This is an optimization exercise on Yosys and OpenROAD, whose aim is small area, not a production implementation.
In this exercise RTL edits were held to simulation tests only and were not proved equivalent to the original.
Power is estimated from default activity; no workload was simulated.

===== flow/design.v =====
module mux16b2(
    input[15:0] a,
    input[15:0] b,
    input[0:0] s,
    output[15:0] r
);
assign r = (s == 0) ? a : b;
endmodule
module mux16b4(
    input[15:0] a,
    input[15:0] b,
    input[15:0] c,
    input[15:0] d,
    input[1:0] s,
    output[15:0] r
    );
assign r = s[1] ? (s[0] ? d : c) : (s[0] ? b : a); 
endmodule
module decoder3b8(
    input [2:0] in,
    output [7:0] out
);
assign out[0] = (in == 3'b000) ? 1 : 0;
assign out[1] = (in == 3'b001) ? 1 : 0;
assign out[2] = (in == 3'b010) ? 1 : 0;
assign out[3] = (in == 3'b011) ? 1 : 0;
assign out[4] = (in == 3'b100) ? 1 : 0;
assign out[5] = (in == 3'b101) ? 1 : 0;
assign out[6] = (in == 3'b110) ? 1 : 0;
assign out[7] = (in == 3'b111) ? 1 : 0;
endmodule
module Register(
    input [15:0] reg_input,
    input [0:0] reg_write,
    input [0:0] reset,
    input [0:0] CLK,
    output reg [15:0] reg_output
);
always @ (posedge(CLK))
begin
    if (reset != 1) begin
        if (reg_write == 1) begin
            reg_output <= reg_input;
        end
    end else begin 
        reg_output <= 'h0000;
    end
end
endmodule
module Register_neg(
    input [15:0] reg_input,
    input [0:0] reg_write,
    input [0:0] reset,
    input [0:0] CLK,
    output reg [15:0] reg_output
);
always @ (negedge(CLK))
begin
    if (reset != 1) begin
        if (reg_write == 1) begin
            reg_output <= reg_input;
        end
    end else begin 
        reg_output <= 'h0000;
    end
end
endmodule
module Register_File(
    input [2:0] Reg_address1,
    input [2:0] Reg_address2,
    input [2:0] Reg_address3,
    input [2:0] Reg_input_address,
    input [15:0] Reg_input_data,
    input CLK,
    input Reset,
    input Reg_Write,
    output [15:0] Reg_output1,
    output [15:0] Reg_output2,
    output [15:0] Reg_output3
);
wire [15:0] registers[7:0];
wire [7:0] decoder_output;
decoder3b8 decoder_inst (.in(Reg_input_address), .out(decoder_output));
Register_neg reg0(.reg_input(Reg_input_data), .reg_write(decoder_output[0] && Reg_Write),
    .reset(1'b1), .CLK(CLK), .reg_output(registers[0]));
Register_neg reg1(.reg_input(Reg_input_data), .reg_write(decoder_output[1] && Reg_Write),
    .reset(Reset), .CLK(CLK), .reg_output(registers[1]));
Register_neg reg2(.reg_input(Reg_input_data), .reg_write(decoder_output[2] && Reg_Write),
    .reset(Reset), .CLK(CLK), .reg_output(registers[2]));
Register_neg reg3(.reg_input(Reg_input_data), .reg_write(decoder_output[3] && Reg_Write),
    .reset(Reset), .CLK(CLK), .reg_output(registers[3]));
Register_neg reg4(.reg_input(Reg_input_data), .reg_write(decoder_output[4] && Reg_Write),
    .reset(Reset), .CLK(CLK), .reg_output(registers[4]));
Register_neg reg5(.reg_input(Reg_input_data), .reg_write(decoder_output[5] && Reg_Write),
    .reset(Reset), .CLK(CLK), .reg_output(registers[5]));
Register_neg reg6(.reg_input(Reg_input_data), .reg_write(decoder_output[6] && Reg_Write),
    .reset(Reset), .CLK(CLK), .reg_output(registers[6]));
Register_neg reg7(.reg_input(Reg_input_data), .reg_write(decoder_output[7] && Reg_Write),
    .reset(Reset), .CLK(CLK), .reg_output(registers[7]));
    wire [15:0] mux_connection1[1:0];
    wire [15:0] output1;
    mux16b4 lower1_mux1(.a(registers[0]), .b(registers[1]), .c(registers[2]), .d(registers[3]), 
                .s(Reg_address1[1:0]), .r(mux_connection1[0]));
    mux16b4 lower2_mux1(.a(registers[4]), .b(registers[5]), .c(registers[6]), .d(registers[7]), 
                .s(Reg_address1[1:0]), .r(mux_connection1[1]));
    mux16b2 upper_mux1(.a(mux_connection1[0]), .b(mux_connection1[1]), .s(Reg_address1[2]), .r(output1));
    wire [15:0] mux_connection2[1:0];
    wire [15:0] output2;
    mux16b4 lower1_mux2(.a(registers[0]), .b(registers[1]), .c(registers[2]), .d(registers[3]), 
                .s(Reg_address2[1:0]), .r(mux_connection2[0]));
    mux16b4 lower2_mux2(.a(registers[4]), .b(registers[5]), .c(registers[6]), .d(registers[7]), 
                .s(Reg_address2[1:0]), .r(mux_connection2[1]));
    mux16b2 upper_mux2(.a(mux_connection2[0]), .b(mux_connection2[1]), .s(Reg_address2[2]), .r(output2));
    wire [15:0] mux_connection3[1:0];
    wire [15:0] output3;
    mux16b4 lower1_mux3(.a(registers[0]), .b(registers[1]), .c(registers[2]), .d(registers[3]), 
                .s(Reg_address3[1:0]), .r(mux_connection3[0]));
    mux16b4 lower2_mux3(.a(registers[4]), .b(registers[5]), .c(registers[6]), .d(registers[7]), 
                .s(Reg_address3[1:0]), .r(mux_connection3[1]));
    mux16b2 upper_mux3(.a(mux_connection3[0]), .b(mux_connection3[1]), .s(Reg_address3[2]), .r(output3));
assign Reg_output1 = output1;
assign Reg_output2 = output2;
assign Reg_output3 = output3;
endmodule
module IF_ID(
    input [15:0] IPCP2,
    input [15:0] IPC,
    input [15:0] IIR,
    input CLK,
    input Reset,
    input RegWrite,
    output reg [15:0] OPCP2,
    output reg [15:0] OPC,
    output reg [15:0] OIR
);
always @ (posedge(CLK))
begin
    if (Reset != 1) begin
        if(RegWrite == 1) begin
            OPC <= IPC;
            OPCP2 <= IPCP2;
            OIR <= IIR;
        end
    end else begin 
        OPCP2 <= 'h0000;
        OPC <= 'h0000;
        OIR <= 'h0000;
    end
end
endmodule
module ID_EX(
    input [0:0] IRegWrite,
    input [0:0] IALUSrc,
    input [2:0] IALUOP,
    input [0:0] IMemWrite,
    input [0:0] IMemRead,
    input [1:0] IRegStore,
    input [15:0] IPCP2,
    input [15:0] I1stArg,
    input [15:0] I2ndArg,
    input [15:0] I3rdArg,
    input [15:0] IImm,
    input [2:0] IRs1,
    input [2:0] IRs2,
    input [2:0] IRd,
    input CLK,
    input Reset,
    input RB_write,
    output reg[0:0] ORegWrite,
    output reg[0:0] OALUSrc,
    output reg[2:0] OALUOP,
    output reg[0:0] OMemWrite,
    output reg[0:0] OMemRead,
    output reg[1:0] ORegStore,
    output reg[15:0] OPCP2,
    output reg[15:0] O1stArg,
    output reg[15:0] O2ndArg,
    output reg[15:0] O3rdArg,
    output reg[15:0] OImm,
    output reg[2:0] ORs1,
    output reg[2:0] ORs2,
    output reg[2:0] ORd
);
always @ (posedge(CLK))
begin
    if (Reset != 1) begin
        if(RB_write == 1) begin
            ORegWrite <= IRegWrite;
            OALUSrc <= IALUSrc;
            OALUOP <= IALUOP;
            OMemWrite <= IMemWrite;
            OMemRead <= IMemRead;
            ORegStore <= IRegStore;
            OPCP2 <= IPCP2;
            O1stArg <= I1stArg;
            O2ndArg <= I2ndArg;
            O3rdArg <= I3rdArg;
            OImm <= IImm;
            ORs1 <= IRs1;
            ORs2 <= IRs2;
            ORd <= IRd;
        end
    end else begin 
            ORegWrite <= 0;
            OALUSrc <= 0;
            OALUOP <= 0;
            OMemWrite <= 0;
            OMemRead <= 0;
            ORegStore <= 0;
            OPCP2 <= 0;
            O1stArg <= 0;
            O2ndArg <= 0;
            O3rdArg <= 0;
            OImm <= 0;
            ORs1 <= 0;
            ORs2 <= 0;
            ORd <= 0;
    end
end
endmodule
module EX_MEM(
    input [0:0] IRegWrite,
    input [0:0] IMemWrite,
    input [0:0] IMemRead,
    input [1:0] IRegStore,
    input [15:0] IPCP2,
    input [15:0] IALUResult,
    input [15:0] I3rdArg,
    input [2:0] IRd,
    input CLK,
    input Reset,
    input RegWrite,
    output reg[0:0] ORegWrite,
    output reg[0:0] OMemWrite,
    output reg[0:0] OMemRead,
    output reg[1:0] ORegStore,
    output reg[15:0] OPCP2,
    output reg[15:0] OALUResult,
    output reg[15:0] O3rdArg,
    output reg[2:0] ORd
);
always @ (posedge(CLK))
begin
    if (Reset != 1) begin
        if(RegWrite == 1) begin
            ORegWrite <= IRegWrite;
            OMemWrite <= IMemWrite;
            OMemRead <= IMemRead;
            ORegStore <= IRegStore;
            OPCP2 <= IPCP2;
            OALUResult <= IALUResult;
            O3rdArg <= I3rdArg;
            ORd <= IRd;
        end
    end else begin 
            ORegWrite <= 0;
            OMemWrite <= 0;
            OMemRead <= 0;
            ORegStore <= 0;
            OPCP2 <= 0;
            OALUResult <= 0;
            O3rdArg <= 0;
            ORd <= 0;
    end
end
endmodule
module MEM_WB(
    input [0:0] IRegWrite,
    input [1:0] IRegStore,
    input [15:0] IPCP2,
    input [15:0] IALUResult,
    input [15:0] IStoreMem,
    input [2:0] IRd,
    input CLK,
    input Reset,
    input RegWrite,
    output reg[0:0] ORegWrite,
    output reg[1:0] ORegStore,
    output reg[15:0] OPCP2,
    output reg[15:0] OALUResult,
    output reg[15:0] OStoreMem,
    output reg[2:0] ORd
);
always @ (posedge(CLK))
begin
    if (Reset != 1) begin
        if(RegWrite == 1) begin
            ORegWrite <= IRegWrite;
            ORegStore <= IRegStore;
            OPCP2 <= IPCP2;
            OALUResult <= IALUResult;
            OStoreMem <= IStoreMem;
            ORd <= IRd;
        end
    end else begin 
            ORegWrite <= 0;
            ORegStore <= 0;
            OPCP2 <= 0;
            OALUResult <= 0;
            OStoreMem <= 0;
            ORd <= 0;
    end
end
endmodule
module Control(
    input [2:0] opcode,
    input [3:0] func,
    input reset,
	input CLK,
    output reg RegWrite,
    output reg ALUsrc,
    output reg [2:0] ALUop,
    output reg MemWrite,
    output reg MemRead,
    output reg [1:0] RegStore,
    output reg Branch,
	output reg JumpOut
);
always @ *
begin
    RegWrite = 0;
    ALUsrc = 0;
    ALUop = 0;
    MemWrite = 0;
    MemRead = 0;
    RegStore = 0;
    Branch = 0;
    JumpOut = 0;
    if(opcode == 0) begin  
		ALUsrc = 1;
		RegStore = 1;
		RegWrite = 1;
		MemRead = 0;
		MemWrite = 0;
		Branch = 0;
		JumpOut = 0;
		if(func == 0) begin
			ALUop = 1;
		end
		if(func == 1) begin
			ALUop = 2;
		end
		if(func == 2) begin
			ALUop = 3;
		end
		if(func == 3) begin
			ALUop = 4;
		end
	 end
	 if(opcode == 1) begin  
		ALUsrc = 0;
		RegStore = 1;
		RegWrite = 1;
		MemRead = 0;
		MemWrite = 0;
		Branch = 0;
		JumpOut = 0;
		if(func[3:2] == 0) begin
			ALUop = 1;
		end
		if(func[3:2] == 1) begin
			ALUop = 5;
		end
		if(func[3:2] == 2) begin
			ALUop = 6;
		end
		if(func[3:2] == 3) begin
			ALUop = 7;
		end
	 end
	 if(opcode == 2) begin  
		ALUsrc = 0;
		RegStore = 0;
		RegWrite = 1;
		MemRead = 1;
		MemWrite = 0;
		Branch = 0;
		JumpOut = 0;
		ALUop = 1;
	 end
	 if(opcode == 3) begin  
		ALUsrc = 0;
		RegStore = 0;
		RegWrite = 0;
		MemRead = 0;
		MemWrite = 1;
		Branch = 0;
		JumpOut = 0;
		ALUop = 1;
	 end
	 if(opcode == 4 || opcode == 5) begin  
		ALUsrc = 0;
		RegStore = 0;
		RegWrite = 0;
		MemRead = 0;
		MemWrite = 0;
		Branch = 1;
		JumpOut = 0;
		ALUop = 2;
	 end
	 if(opcode == 6) begin  
		ALUsrc = 0;
		RegStore = 2;
		RegWrite = 1	;
		MemRead = 0;
		MemWrite = 0;
		Branch = 1;
		JumpOut = 0;
		ALUop = 0;
	 end
	 if(opcode == 7) begin  
		ALUsrc = 0;
		RegStore = 0;
		RegWrite = 0;
		MemRead = 0;
		MemWrite = 0;
		Branch = 1;
		JumpOut = 1;
		ALUop = 0;
	 end
	 if(reset == 1) begin  
		ALUsrc = 0;
		RegStore = 0;
		RegWrite = 0;
		MemRead = 0;
		MemWrite = 0;
		Branch = 0;
		JumpOut = 0;
		ALUop = 0;
	end
end
endmodule
module Comparator(
	input [15:0] FirstInput,
	input [15:0] SecondInput,
   	input [0:0] CLK,
	input [2:0] OPCode,
   	output reg [0:0]BranchComparison
);
always @ (*)
begin
	if (OPCode > 5) begin
		BranchComparison = 1;
	end
	else begin
		if (OPCode[0] == 0) begin
			if (FirstInput == SecondInput) begin 
			BranchComparison = 1;
			end
			else BranchComparison = 0;
		end
		else begin
			if (FirstInput < SecondInput) begin
				BranchComparison = 1;
			end
			else BranchComparison = 0;
		end
	end
end
endmodule
module Imm_Gen(
    input [15:0] instruction,
    output reg [15:0] immediate
);
wire [2:0] opcode = instruction[2:0];
always @* begin
    case (opcode)
        3'b001: immediate = {{11{instruction[13]}}, {instruction[13:9]}};
        3'b010: immediate = {{9{instruction[15]}}, {instruction[15:9]}};
        3'b011: immediate = {{9{instruction[15]}}, {instruction[15:9]}};
        3'b100: immediate = {{9{instruction[15]}}, {instruction[15:12]}, {instruction[5:3]}, 1'b0};
        3'b101: immediate = {{8{instruction[15]}}, {instruction[15:12]}, {instruction[5:3]}, 1'b0};
        3'b110: immediate = {{5{instruction[15]}}, {instruction[15:6]}, 1'b0};
        3'b111: immediate = {{5{instruction[15]}}, {instruction[15:6]}, 1'b0};
        default: immediate = 16'b0;
endcase
end
endmodule
module ALU(
	input signed [15:0] FirstInput,
	input signed [15:0] SecondInput,
	input [2:0] ALUOp,
    output reg signed[15:0]OutputData
);
always @ (*)
    begin
        OutputData = 0;  
        if (ALUOp == 0) begin 
                    OutputData = 0;
        end else if (ALUOp == 1) begin 
            OutputData = SecondInput + FirstInput;
        end else if (ALUOp == 2) begin 
                    OutputData = FirstInput - SecondInput;
        end else if (ALUOp == 3) begin 
                    OutputData = FirstInput | SecondInput;
        end else if (ALUOp == 4) begin 
                    OutputData = FirstInput & SecondInput;
        end else if (ALUOp == 5) begin 
                    OutputData = FirstInput << SecondInput;
        end else if (ALUOp == 6) begin 
                    OutputData = FirstInput >> SecondInput;
        end else if (ALUOp == 7) begin 
                    OutputData = (FirstInput | SecondInput) & ~(FirstInput & SecondInput);
        end 
    end
endmodule
module Forward(
	input [2:0] rs1EX,
	input [2:0] rs2EX,
	input [2:0] rdEX,
	input [2:0] rdMEM,
	input [2:0] rdWB,
	input [2:0] rs1,
	input [2:0] rs2,
	input RegWriteMEM,
	input RegWriteWB,
	output reg [1:0] fwd1EX,
	output reg [1:0] fwd2EX,
	output reg [0:0] fwd3EX,
	output reg [1:0] Bfwd1,
	output reg [1:0] Bfwd2,
	output reg [0:0] fwdMEM
);
	always @(*) begin
		fwd1EX = 2;
		fwd2EX = 2;
		fwd3EX = 1;
		fwdMEM = 1;
		Bfwd1 = 2;
		Bfwd2 = 2;
		if (rs1EX == rdMEM && RegWriteMEM == 1 && rs1EX != 0) begin
			fwd1EX = 0;
		end
		if (rs2EX == rdMEM && RegWriteMEM == 1 && rs2EX != 0) begin
			fwd2EX = 0;
		end
		if (rdEX == rdWB && RegWriteWB == 1 && rdEX != 0) begin
			fwd3EX = 0;
		end
		if (rdMEM == rdWB && RegWriteWB == 1 && rdMEM != 0) begin
			fwdMEM = 0;
		end
		if (rs1EX == rdWB && rs1EX != rdMEM && RegWriteWB == 1 && rs1EX != 0) begin
			fwd1EX = 1;
		end
		if (rs2EX == rdWB && rs2EX != rdMEM && RegWriteWB == 1 && rs2EX != 0) begin
			fwd2EX = 1;
		end
		if (rs1 == rdMEM && rs1 != 0 && RegWriteMEM == 1) begin
			Bfwd1 = 0;
		end
		if (rs2 == rdMEM && RegWriteMEM == 1 && rs2 != 0) begin
			Bfwd2 = 0;
		end
		if (rs1 == rdWB && RegWriteWB == 1 && rs1 != 0) begin
			Bfwd1 = 1;
		end
		if (rs2 == rdWB && RegWriteWB == 1 && rs2 != 0) begin
			Bfwd2 = 1;
		end
	end
endmodule
module Memory_Text
(
	input [15:0] data,
	input [15:0] addr,
	input we, clk,
	output [15:0] q,
	output [7:0] mem_addr,
	input [15:0] mem_q
);
wire[8:0] modified_addr;
assign modified_addr = {1'b0, addr[8:1]};
	reg [8:0] addr_reg;
	always @ (posedge clk)
	begin
		addr_reg <= modified_addr;
	end
	assign mem_addr = addr_reg[7:0];
	assign q = mem_q;
endmodule
module Memory_Data
(
	input [15:0] data,
	input [15:0] addr,
	input [15:0] in,
	input we, clk,
	output [15:0] out,
	output [15:0] q,
	output [7:0] mem_addr,
	output [15:0] mem_data,
	output mem_we,
	input [15:0] mem_q
);
wire[15:0] mem_in;
wire[15:0] mem_out;
assign mem_in = (addr == 0) ? 0 : data;
assign out = ((addr == 0) && (we == 1)) ? data : 0;  
assign mem_addr = addr[8:1];
assign mem_data = mem_in;
assign mem_we = we;
assign mem_out = mem_q;
assign q = (addr == 0) ? in : mem_out;
endmodule
module Fetch_Stage(
    input [15:0] pc_in,
    input reset,
    input clk,
    output reg [15:0] new_pc,
    output [15:0] old_pcp2,
    output reg [15:0] old_pc,
    output [15:0] ir,
    output [7:0] imem_addr,
    input [15:0] imem_data
);
wire [15:0] pc_out;
Register_neg pc (
    .reg_input(pc_in),
    .reg_write(1'b1),
    .reset(reset),
    .CLK(clk),
    .reg_output(pc_out)
);
wire [15:0] delayed_pc;
Register current_pc(
    .reg_input(pc_out),
    .reg_write(1'b1),
    .reset(reset),
    .CLK(clk),
    .reg_output(delayed_pc)
);
wire [15:0] current_pcp2_con;
assign current_pcp2_con = pc_out + 2;
Register current_pcp2(
    .reg_input(current_pcp2_con),
    .reg_write(1'b1),
    .reset(reset),
    .CLK(clk),
    .reg_output(old_pcp2)
);
Memory_Text instruction_memory(
    .data(16'h0000),
    .addr(pc_out),
    .we(1'b0),
    .clk(clk),
    .q(ir),
    .mem_addr(imem_addr),
    .mem_q(imem_data)
);
always @(*) begin
    if (reset == 0) begin
        new_pc = pc_out + 2;
        old_pc = delayed_pc;
    end
    else begin
        new_pc = 2;
        old_pc = 0;
    end
end
endmodule
module Decode_Stage(
    input [15:0] IPCP2,
    input [15:0] pc_in,
    input [15:0] ir_in,
    input [2:0] loadAddr,
    input [15:0] loadData,
    input [1:0] comparatorMux1Control,
    input [1:0] comparatorMux2Control,
    input [15:0] comparatorMuxForwardMEM,
    input [15:0] comparatorMuxForwardWB,
    input rf_write,
    input reset,
    input clk,
    input RB_write,
    output RegWrite,
    output ALUSrc,
    output [2:0] ALUOp,
    output [0:0] MemWrite,
    output [0:0] MemRead,
    output [1:0] RegStore,
    output [15:0] OPCP2,
    output [15:0] Arg1,
    output [15:0] Arg2,
    output [15:0] Arg3,
    output [15:0] Imm,
    output [2:0] Rs1,
    output [2:0] Rs2,
    output [2:0] Rd,
    output [15:0] new_pc,
    output [0:0] jump
);
wire [15:0] pc;
wire [15:0] ir;
IF_ID IFIDRB(
    .IPCP2(IPCP2),
    .IPC(pc_in),
    .IIR(ir_in),
    .CLK(clk),
    .Reset(reset),
    .RegWrite(RB_write),
    .OPCP2(OPCP2),
    .OPC(pc),
    .OIR(ir)
);
assign Rs1 = ir[8:6];
assign Rs2 = ir[11:9];
assign Rd = ir[5:3];
wire BranchCon;
wire JumpCon;
Control CUnit(
    .opcode(ir[2:0]),
    .func(ir[15:12]),
    .reset(reset),
    .CLK(clk),
    .RegWrite(RegWrite),
    .ALUsrc(ALUSrc),
    .ALUop(ALUOp),
    .MemWrite(MemWrite),
    .MemRead(MemRead),
    .RegStore(RegStore),
    .Branch(BranchCon),
    .JumpOut(JumpCon)
);
wire [15:0] arg1;
wire [15:0] arg2;
wire [15:0] arg3;
Register_File Regs(
    .Reg_address1(ir[8:6]),
    .Reg_address2(ir[11:9]),
    .Reg_address3(ir[5:3]),
    .Reg_input_address(loadAddr),
    .Reg_input_data(loadData),
    .CLK(clk),
    .Reset(reset),
    .Reg_Write(rf_write),
    .Reg_output1(arg1),
    .Reg_output2(arg2),
    .Reg_output3(arg3)
);
wire [15:0] immCon;
Imm_Gen genie(
    .instruction(ir),
    .immediate(immCon)
);
assign Imm = immCon;
wire [15:0] comparatorData1;
wire [15:0] comparatorData2;
mux16b4 comparatorMux1(
    .a(comparatorMuxForwardMEM),
    .b(comparatorMuxForwardWB),
    .c(arg1),
    .d(16'b0),
    .s(comparatorMux1Control),
    .r(comparatorData1)
);
mux16b4 comparatorMux2(
    .a(comparatorMuxForwardMEM),
    .b(comparatorMuxForwardWB),
    .c(arg2),
    .d(16'b0),
    .s(comparatorMux2Control),
    .r(comparatorData2)
);
reg [15:0] pc_added;
wire branchCompCon;
Comparator comp(
    .FirstInput(comparatorData1),
    .SecondInput(comparatorData2),
    .CLK(clk),
    .OPCode(ir[2:0]),
    .BranchComparison(branchCompCon)
);
assign jump = ~(BranchCon && branchCompCon);
always @ * begin
    pc_added = pc + immCon;
end
mux16b2 jumpMux(
    .a(pc_added),
    .b(arg3),
    .s(JumpCon),
    .r(new_pc)
);
assign Arg1 = arg1;
assign Arg2 = arg2;
assign Arg3 = arg3;
endmodule
module Execute_Stage(
    input IRegWrite,
    input IALUSrc,
    input [2:0] IALUOp,
    input IMemWrite,
    input IMemRead,
    input [1:0] IRegStore,
    input [15:0] IPCP2,
    input [15:0] I1stArg,
    input [15:0] I2ndArg,
    input [15:0] I3rdArg,
    input [15:0] Imm,
    input [2:0] IRs1,
    input [2:0] IRs2,
    input [2:0] IRd,
    input [15:0] ALUResultMEM,
    input [15:0] loadDataWB,
    input [1:0] muxFwd1select,
    input [1:0] muxFwd2select,
    input [0:0] muxFwd3select,
    input reset,
    input clk,
    input RB_write,
    output ORegWrite,
    output [1:0] ORegStore,
    output OMemWrite,
    output OMemRead,
    output [15:0] OPCP2,
    output [15:0] OALUResult,
    output [15:0] O3rdArg,
    output [2:0] ORs1,
    output [2:0] ORs2,
    output [2:0] ORd
);
wire ALUSrcCon;
wire [2:0] ALUOpCon;
wire [15:0] arg1;
wire [15:0] arg2;
wire [15:0] arg3;
wire [15:0] immCon;
ID_EX IDEXRB (
    .IRegWrite(IRegWrite),
    .IALUSrc(IALUSrc),
    .IALUOP(IALUOp),
    .IMemWrite(IMemWrite),
    .IMemRead(IMemRead),
    .IRegStore(IRegStore),
    .IPCP2(IPCP2),
    .I1stArg(I1stArg),
    .I2ndArg(I2ndArg),
    .I3rdArg(I3rdArg),
    .IImm(Imm),
    .IRs1(IRs1),
    .IRs2(IRs2),
    .IRd(IRd),
    .CLK(clk),
    .Reset(reset),
    .RB_write(RB_write),
    .ORegWrite(ORegWrite),
    .OALUSrc(ALUSrcCon),
    .OALUOP(ALUOpCon),
    .OMemWrite(OMemWrite),
    .OMemRead(OMemRead),
    .ORegStore(ORegStore),
    .OPCP2(OPCP2),
    .O1stArg(arg1),
    .O2ndArg(arg2),
    .O3rdArg(arg3),
    .OImm(immCon),
    .ORs1(ORs1),
    .ORs2(ORs2),
    .ORd(ORd)
);
wire [15:0] arg1MuxCon;
wire [15:0] arg2MuxCon;
mux16b4 arg1mux(
    .a(ALUResultMEM),
    .b(loadDataWB),
    .c(arg1),
    .d(16'b0),
    .s(muxFwd1select),
    .r(arg1MuxCon)
);
mux16b4 arg2mux(
    .a(ALUResultMEM),
    .b(loadDataWB),
    .c(arg2),
    .d(16'b0),
    .s(muxFwd2select),
    .r(arg2MuxCon)
);
mux16b2 fwd3rdargData(
    .a(loadDataWB),
    .b(arg3),
    .s(muxFwd3select),
    .r(O3rdArg)
);
wire [15:0] ALUIn2;
mux16b2 ALUIn2Mux(
    .a(immCon),
    .b(arg2MuxCon),
    .s(ALUSrcCon),
    .r(ALUIn2)
);
ALU exALU(
    .FirstInput(arg1MuxCon),
    .SecondInput(ALUIn2),
    .ALUOp(ALUOpCon),
    .OutputData(OALUResult)
);
endmodule
module Memory_Stage(
    input reset,
    input clk,
    input IRegWrite,
    input [1:0] IRegStore,
    input MemWrite,
    input MemRead,
    input [15:0] IPCP2,
    input [15:0] IALUResult,
    input [15:0] thirdArg,
    input [2:0] rdMem,
    input [15:0] loadData,
    input DataInSelect,
    input [15:0] in,
    output ORegWrite,
    output [1:0] ORegStore,
    output [15:0] OPCP2,
    output [15:0] OALUResult,
    output [15:0] OStoreMem,
    output [2:0] rdWB,
    output [15:0] out,
    output [7:0] dmem_addr,
    output [15:0] dmem_wdata,
    output dmem_we,
    input [15:0] dmem_rdata
);
wire [0:0] MemWriteCon;
wire [0:0] MemReadCon;
wire [15:0] thirdArgCon;
wire [15:0] ALUResultCon;
EX_MEM EXMEMRB(
    .IRegWrite(IRegWrite),
    .IMemWrite(MemWrite),
    .IMemRead(MemRead),
    .IRegStore(IRegStore),
    .IPCP2(IPCP2),
    .IALUResult(IALUResult),
    .I3rdArg(thirdArg),
    .IRd(rdMem),
    .CLK(clk),
    .Reset(reset),
    .RegWrite(1'b1),
    .ORegWrite(ORegWrite),
    .OMemWrite(MemWriteCon),
    .OMemRead(MemReadCon),
    .ORegStore(ORegStore),
    .OPCP2(OPCP2),
    .OALUResult(ALUResultCon),
    .O3rdArg(thirdArgCon),
    .ORd(rdWB)
);
assign OALUResult = ALUResultCon;
wire [15:0] dataInCon;
mux16b2 dataInMux(
    .a(loadData),
    .b(thirdArgCon),
    .s(DataInSelect),
    .r(dataInCon)
);
wire [15:0] StoreMemCon;
Memory_Data mem (
	.data(dataInCon),
	.addr(ALUResultCon),
	.we(MemWriteCon),
    .in(in),
	.clk(clk),
    .out(out),
	.q(StoreMemCon),
	.mem_addr(dmem_addr),
	.mem_data(dmem_wdata),
	.mem_we(dmem_we),
	.mem_q(dmem_rdata)
);
assign OStoreMem = StoreMemCon;
endmodule
module Write_Stage(
    input reset,
    input clk,
    input RegWrite,
    input [1:0] RegStore,
    input [15:0] IPCP2,
    input [15:0] ALUResult,
    input [15:0] StoreMem,
    input [2:0] rdWB,
    output [15:0] loadData,
    output [2:0] loadAddr,
    output [0:0] regWriteOut
);
wire [15:0] StoreMemCon;
wire [15:0] ALUResultCon;
wire [1:0] RegStoreCon;
wire [15:0] PCP2Con;
MEM_WB MEMWBRB(
    .IRegWrite(RegWrite),
    .IRegStore(RegStore),
    .IPCP2(IPCP2),
    .IALUResult(ALUResult),
    .IStoreMem(StoreMem),
    .IRd(rdWB),
    .CLK(clk),
    .Reset(reset),
    .RegWrite(1'b1),
    .ORegWrite(regWriteOut),
    .ORegStore(RegStoreCon),
    .OPCP2(PCP2Con),
    .OALUResult(ALUResultCon),
    .OStoreMem(StoreMemCon),
    .ORd(loadAddr)
);
mux16b4 RegStoreMux(
    .a(StoreMemCon),
    .b(ALUResultCon),
    .c(PCP2Con),
    .d(16'b0),
    .s(RegStoreCon),
    .r(loadData)
);
endmodule
module CPU(
    input [0:0] clk,
    input [0:0] reset,
    input [15:0] in,
    output [15:0] out,
    output [7:0] imem_addr,
    input [15:0] imem_data,
    output [7:0] dmem_addr,
    output [15:0] dmem_wdata,
    output dmem_we,
    input [15:0] dmem_rdata
);
wire [15:0] FnewPCCon;
wire [15:0] FPCP2Con;
wire [15:0] FPCCon;
wire [15:0] irCon;
wire jumpCon;
wire [15:0] newPCInCon;
wire [2:0] loadAddrWB;
wire [15:0] loadDataWB;
wire RegWriteDE;
wire ALUSrcDE;
wire [2:0] ALUOpDE;
wire [0:0] MemWriteDE;
wire [0:0] MemReadDE;
wire [1:0] RegStoreDE;
wire [15:0] OPCP2DE;
wire [15:0] Arg1DE;
wire [15:0] Arg2DE;
wire [15:0] Arg3DE;
wire [15:0] ImmDE;
wire [2:0] Rs1DE;
wire [2:0] Rs2DE;
wire [2:0] RdDE;
wire [15:0] new_pcDE;
wire ORegWriteEX;
wire [1:0] ORegStoreEX;
wire OMemWriteEX;
wire OMemReadEX;
wire [15:0] OPCP2EX;
wire [15:0] OALUResultEX;
wire [15:0] O3rdArgEX;
wire [2:0] ORs1EX;
wire [2:0] ORs2EX;
wire [2:0] ORdEX;
wire ORegWriteMEM;
wire [1:0] ORegStoreMEM;
wire [15:0] OPCP2MEM;
wire [15:0] OALUResultMEM;
wire [15:0] StoreMemMEM;
wire [2:0] rdMEM;
wire RegWriteWB;
wire [1:0] fwd1EX;
wire [1:0] fwd2EX;
wire [0:0] fwd3EX;
wire [1:0] Bfwd1;
wire [1:0] Bfwd2;
wire [0:0] fwdMEM;
mux16b2 pcMux (
    .a(new_pcDE),
    .b(FnewPCCon),
    .s(jumpCon),
    .r(newPCInCon)
);
Fetch_Stage fetch (
    .pc_in(newPCInCon),
    .reset(reset),
    .clk(clk),
    .new_pc(FnewPCCon),
    .old_pcp2(FPCP2Con),
    .old_pc(FPCCon),
    .ir(irCon),
    .imem_addr(imem_addr),
    .imem_data(imem_data)
);
Decode_Stage DeStage (
    .IPCP2(FPCP2Con),
    .pc_in(FPCCon),
    .ir_in(irCon),
    .loadAddr(loadAddrWB), 
    .loadData(loadDataWB),  
    .comparatorMux1Control(Bfwd1),
    .comparatorMux2Control(Bfwd2),
    .comparatorMuxForwardMEM(loadDataWB),
    .comparatorMuxForwardWB(loadDataWB),
    .rf_write(RegWriteWB),
    .reset(reset),
    .clk(clk),
    .RB_write(1'b1),
    .RegWrite(RegWriteDE),
    .ALUSrc(ALUSrcDE),
    .ALUOp(ALUOpDE),
    .MemWrite(MemWriteDE),
    .MemRead(MemReadDE),
    .RegStore(RegStoreDE),
    .OPCP2(OPCP2DE),
    .Arg1(Arg1DE),
    .Arg2(Arg2DE),
    .Arg3(Arg3DE),
    .Imm(ImmDE),
    .Rs1(Rs1DE),
    .Rs2(Rs2DE),
    .Rd(RdDE),
    .new_pc(new_pcDE),
    .jump(jumpCon)
);
Execute_Stage EXStage (
    .IRegWrite(RegWriteDE),
    .IALUSrc(ALUSrcDE),
    .IALUOp(ALUOpDE),
    .IMemWrite(MemWriteDE),
    .IMemRead(MemReadDE),
    .IRegStore(RegStoreDE),
    .IPCP2(OPCP2DE),
    .I1stArg(Arg1DE),
    .I2ndArg(Arg2DE),
    .I3rdArg(Arg3DE),
    .Imm(ImmDE),
    .IRs1(Rs1DE),
    .IRs2(Rs2DE),
    .IRd(RdDE),
    .ALUResultMEM(OALUResultMEM),
    .loadDataWB(loadDataWB),
    .muxFwd1select(fwd1EX),
    .muxFwd2select(fwd2EX),
    .muxFwd3select(fwd3EX),
    .reset(reset),
    .clk(clk),
    .RB_write(1'b1),
    .ORegWrite(ORegWriteEX),
    .ORegStore(ORegStoreEX),
    .OMemWrite(OMemWriteEX),
    .OMemRead(OMemReadEX),
    .OPCP2(OPCP2EX),
    .OALUResult(OALUResultEX),
    .O3rdArg(O3rdArgEX),
    .ORs1(ORs1EX),
    .ORs2(ORs2EX),
    .ORd(ORdEX)
);
Memory_Stage MEMStage (
    .reset(reset),
    .clk(clk),
    .IRegWrite(ORegWriteEX),
    .IRegStore(ORegStoreEX),
    .MemWrite(OMemWriteEX),
    .MemRead(OMemReadEX),
    .IPCP2(OPCP2EX),
    .IALUResult(OALUResultEX),
    .thirdArg(O3rdArgEX),
    .rdMem(ORdEX),
    .loadData(loadDataWB),
    .DataInSelect(fwdMEM),
    .in(in),
    .ORegWrite(ORegWriteMEM),
    .ORegStore(ORegStoreMEM),
    .OPCP2(OPCP2MEM),
    .OALUResult(OALUResultMEM),
    .OStoreMem(StoreMemMEM),
    .rdWB(rdMEM),
    .out(out),
    .dmem_addr(dmem_addr),
    .dmem_wdata(dmem_wdata),
    .dmem_we(dmem_we),
    .dmem_rdata(dmem_rdata)
);
Write_Stage WBStage (
    .reset(reset),
    .clk(clk),
    .RegWrite(ORegWriteMEM),
    .RegStore(ORegStoreMEM),
    .IPCP2(OPCP2MEM),
    .ALUResult(OALUResultMEM),
    .StoreMem(StoreMemMEM),
    .rdWB(rdMEM),
    .loadData(loadDataWB),
    .loadAddr(loadAddrWB),
    .regWriteOut(RegWriteWB)
);
Forward Forward_Unit (
    .rs1EX(ORs1EX),
    .rs2EX(ORs2EX),
    .rdEX(ORdEX),
    .rdMEM(rdMEM),
    .rdWB(loadAddrWB),
    .rs1(Rs1DE),
    .rs2(Rs2DE),
    .RegWriteMEM(ORegWriteMEM),
	.RegWriteWB(RegWriteWB),
    .fwd1EX(fwd1EX),
    .fwd2EX(fwd2EX),
    .fwd3EX(fwd3EX),
    .Bfwd1(Bfwd1),
    .Bfwd2(Bfwd2),
    .fwdMEM(fwdMEM)
);
endmodule

===== flow/config.mk =====
export PLATFORM = sky130hd
export DESIGN_NAME = CPU
export DESIGN_NICKNAME = CPU
export VERILOG_FILES = /design/flow/design.v
export SDC_FILE = /design/flow/constraint.sdc
export NUM_CORES = 4
export LEC_CHECK = 0
export CAP_MARGIN = 20
export CORE_MARGIN = 2
export CORE_UTILIZATION = 40
export SLEW_MARGIN = 20

===== flow/run.sh =====
#!/bin/bash
# synth_recipe.tcl (not shown) runs the flow's synth.tcl, then flattens the netlist and writes it again
# the make line also repeats each setting of config.mk as NAME=value (left out here)
make -C /OpenROAD-flow-scripts/flow DESIGN_CONFIG=/design/flow/config.mk WORK_HOME=/design/flow/orfs CLKGATE_MAP_FILE= SYNTH_SCRIPT=/design/flow/synth_recipe.tcl finish

===== flow/constraint.sdc =====
create_clock -name core_clock -period 14.0 [get_ports {clk}]
set_input_delay 2.8000 -clock core_clock [delete_from_list [all_inputs] [get_ports {clk}]]
set_output_delay 2.8000 -clock core_clock [all_outputs]
set_load 0.01 [all_outputs]

==> results.txt <==
-- cell families after synthesis --
logic type,after synthesis
DFF,415
AOI/OAI and AO/OA,671
muxes,208
xor gates and xnor gates,65
buffers and inverters,300
adders and majority gates,83
and+or+nand+nor,817
-- power groups by stage --
| stage | clock (W) | sequential [W] | combinational [W] |
|---|---|---|---|
| 5_1_grt | 0.00136 | 0.00125 | 0.000573 |
| 3_3_place_gp | 0.0000557 | 0.00127 | 0.000519 |
| 2_1_floorplan | 0.0000557 | 0.00125 | 0.000353 |
| 6_report | 0.00127 | 0.00125 | 0.000536 |
| 3_5_place_dp | 0.0000557 | 0.00127 | 0.000523 |
| 4_1_cts | 0.00129 | 0.00125 | 0.000526 |
-- worst reg2reg max path, stage by stage (launching register included) --
cell and delay, ns:
dfxtp_1 0.93, nor2b_2 0.34, a21oi_1 0.96, mux2i_1 0.23, ha_1 0.38, nand4_1 0.13
o41ai_1 0.45, a31oi_1 0.08, or3b_2 0.46, a21oi_2 0.20, buf_4 0.30, mux2_2 0.37
-- metal layers --
layer / track usage, % / vias up
li1: - / 9365
met1: 33.1 / 9549
met2: 41.7 / 952
met3: 4.45 / 204
met4: 12.7 / 4
met5: 0 / -
-- stage by stage --
| step | hold WS, ns | cells |
|---|---|---|
| after global routing | 0.446 | 3440 |
| final | 0.429 | 3440 |
| after floorplan | 0.414 | 2559 |
| after detailed placement | 0.420 | 3235 |
| after global placement | 0.416 | 3235 |
| after CTS | 0.431 | 3440 |
-- Yosys cell counts, types with 49 or more instances --
library cell / n
a211oi_1: 152
a21oi_1: 111
a221o_1: 59
clkbuf_1: 173
dfxtp_1: 415
ha_1: 80
inv_1: 60
mux2_2: 87
mux2i_1: 69
mux4_2: 49
nand2_1: 142
nor2_1: 347
nor2b_1: 177
o21ai_0: 134
-- how the worst max path moves through the flow --
stage / from / slack (ns) / end
2_1_floorplan: DeStage.IFIDRB.OIR[11] / 2.27 / fetch.pc.reg_output[0]
3_3_place_gp: DeStage.IFIDRB.OIR[6] / 2.01 / fetch.pc.reg_output[11]
3_5_place_dp: WBStage.MEMWBRB.ORegStore[1] / 1.95 / fetch.pc.reg_output[5]
4_1_cts: WBStage.MEMWBRB.ORegStore[1] / 1.95 / fetch.pc.reg_output[0]
5_1_grt: WBStage.MEMWBRB.ORegStore[1] / 1.87 / fetch.pc.reg_output[5]
6_report: WBStage.MEMWBRB.ORegStore[1] / 2.07 / fetch.pc.reg_output[0]
-- area by class of cell --
cell class,instances,area [sq um]
Fill cell,5537,30200
Multi-Input combinational cell,1844,13200
Sequential cell,415,8310
Timing Repair Buffer,151,1400
Clock buffer,50,1140
Tap cell,756,946
Clock inverter,156,723
Inverter,68,256
==> results.txt <==
Final Worst Setup Slack: 2.07 ns
number of nets still failing antenna checks after routing: 0
Chip Height: 242 um
Critical Path RT: 7.47 ns
biggest fanout along the worst timing path: 17
post-synthesis compound-gate area fraction: 21.1%
Clk Latency, worst-skew pair: 0.63 ns
Slew Viols, Final: 0
pre-CTS WS: 1.95 ns
number of rows in the core area: 87
most instantiated flip-flop cell in the synthesis netlist: dfxtp_1
largest net degree at the start of global routing: 144
CP cell instances: nor2b_2, a21oi_1, mux2i_1, ha_1, nand4_1, o41ai_1, a31oi_1, or3b_2, a21oi_2, buf_4, mux2_2
leading cell type in the layout, fill and taps excluded: dfxtp_1
cell count of the worst reg-to-reg path: 11
most used cells in the layout excluding fill and tap cells: dfxtp_1, nor2_1, inv_1, nor2b_1, a211oi_1
setup clock skew after layout: 0.0862 ns
post-synthesis mux area share: 12.5%
number of levels the H-tree was split into: 2
Mean Syn Cell Area: 8.85 sq um
DR pass1 iterations: 6
total inserted antenna cells: 0
Top Ports: 99
net switching power: 0.000973 W
Hold Vio Cnt, Final: 0
placed wire-length estimate: 54900 um
highest metal used: met5
wl on met1: 32500 um
Clock Pin Slew Worst Setup and Hold Paths: 0.06 ns
Power per Cell Area: 118 nW/um^2
Crit. path cell count: 11
wire length on met2: 35700 um
synth top area cells: dfxtp_1, nor2_1, a211oi_1
cell type with the highest aggregate area in the netlist: dfxtp_1
number of global-route vias before repair: 19379
switching fraction of total power: 31.8%
layout cells sized above 1: 12.2%
family with the most delay on the worst path: compound AO/OA/AOI/OAI gates
total design power: 0.00306 W
type of element launching the critical path: flip-flop
count of unique library cells instantiated by Yosys: 96
Setup TNS Final: 0 ns
sequential element share of the synthesized area: 36.7%
hold bufs inserted after CTS: 0
Reg2Reg Launch Point: WBStage.MEMWBRB.ORegStore[1]
adder-cell share of the synthesized area: 4.68%
clock tree root driver cell: clkbuf_16
Via-to-Cell Ratio: 5.84
Post-Synthesis Net Count: 2692
Final GP Congestion: 1.01
critical setup path kind: reg2reg
remaining global-route overflow: 0
power share of the combinational group: 17.6%
CTS tree: done
R2R Path End: fetch.pc.reg_output[0]
first-pass GRT wire length: 118000 um
number of buffers and inverters on the critical path: 1
GRT Total Usage: 25.7%
Worst-Margin Slew: 1.21 ns
slowest stage delay, CP: 0.96 ns
final core utilization: 46.3%
post-cts sizing count: 0
initial core utilization: 40.3%
fraction of the mapped netlist area in simple logic gates: 17.1%
max-cap violations: 0
met3 wirelength from detailed routing: 6020 um
Seq cells post-synth: 415
xor-xnor portion of the synthesized cell area: 2.51%
fraction of synthesized cell area taken by the top area cell type: 36.7%
cell count after synthesis: 2559
initial antenna violation count: 2
total number of clock tree sinks: 415
Hold Path End: WBStage.MEMWBRB.OPCP2[9]
Area Overhead vs Synth: 14.7%
cell area reported after detailed placement: 24100 sq um
sequential share of power: 40.8%
1st-iter DRT viols: 2280
Internal Power: 0.00208 W
number of setup violations in the final report: 0
maximum clock insertion buffer count: 3
drt wl/cell: 22.7 um
total number of yosys warnings: 15
number of flops mapped to enable cells by yosys: 0
Final nets: 2784
standard cell with the maximum stage delay on the critical path: a21oi_1
Inserted Clock Buffers: 43
Max IR drop VDD: 0.000105 V
Worst R2R Setup Slack: 2.07 ns
RSZ-0062 raised after global routing: false
Clk network pwr share: 41.6%
total wirelength of the detailed-routed design: 78000 um
post-CTS setup buffer count: 0
total of buffers placed on input and output ports: 98
Synth async-reset ratio: 0%
worst relative slew slack: 18.6%
category of the worst setup path capture point: flip-flop
Worst EP arrival: 5.40 ns
leakage component of the power: 10.0 nW
final non-filler cell area: 26000 sq um
beginning of the worst hold path: MEMStage.EXMEMRB.OPCP2[9]
Core ar.: 56200 sq um
Via Count: 20074
result of the run: finished clean
Hold Path Stages: 1
Die Span X: 242 um
post-synthesis cell area: 22700 sq um
Post-route DRC: 0
Total Die Area: 58600 sq um
Hold Crit Class: reg2reg
main combinational cell family by area after synthesis: compound AO/OA/AOI/OAI gates
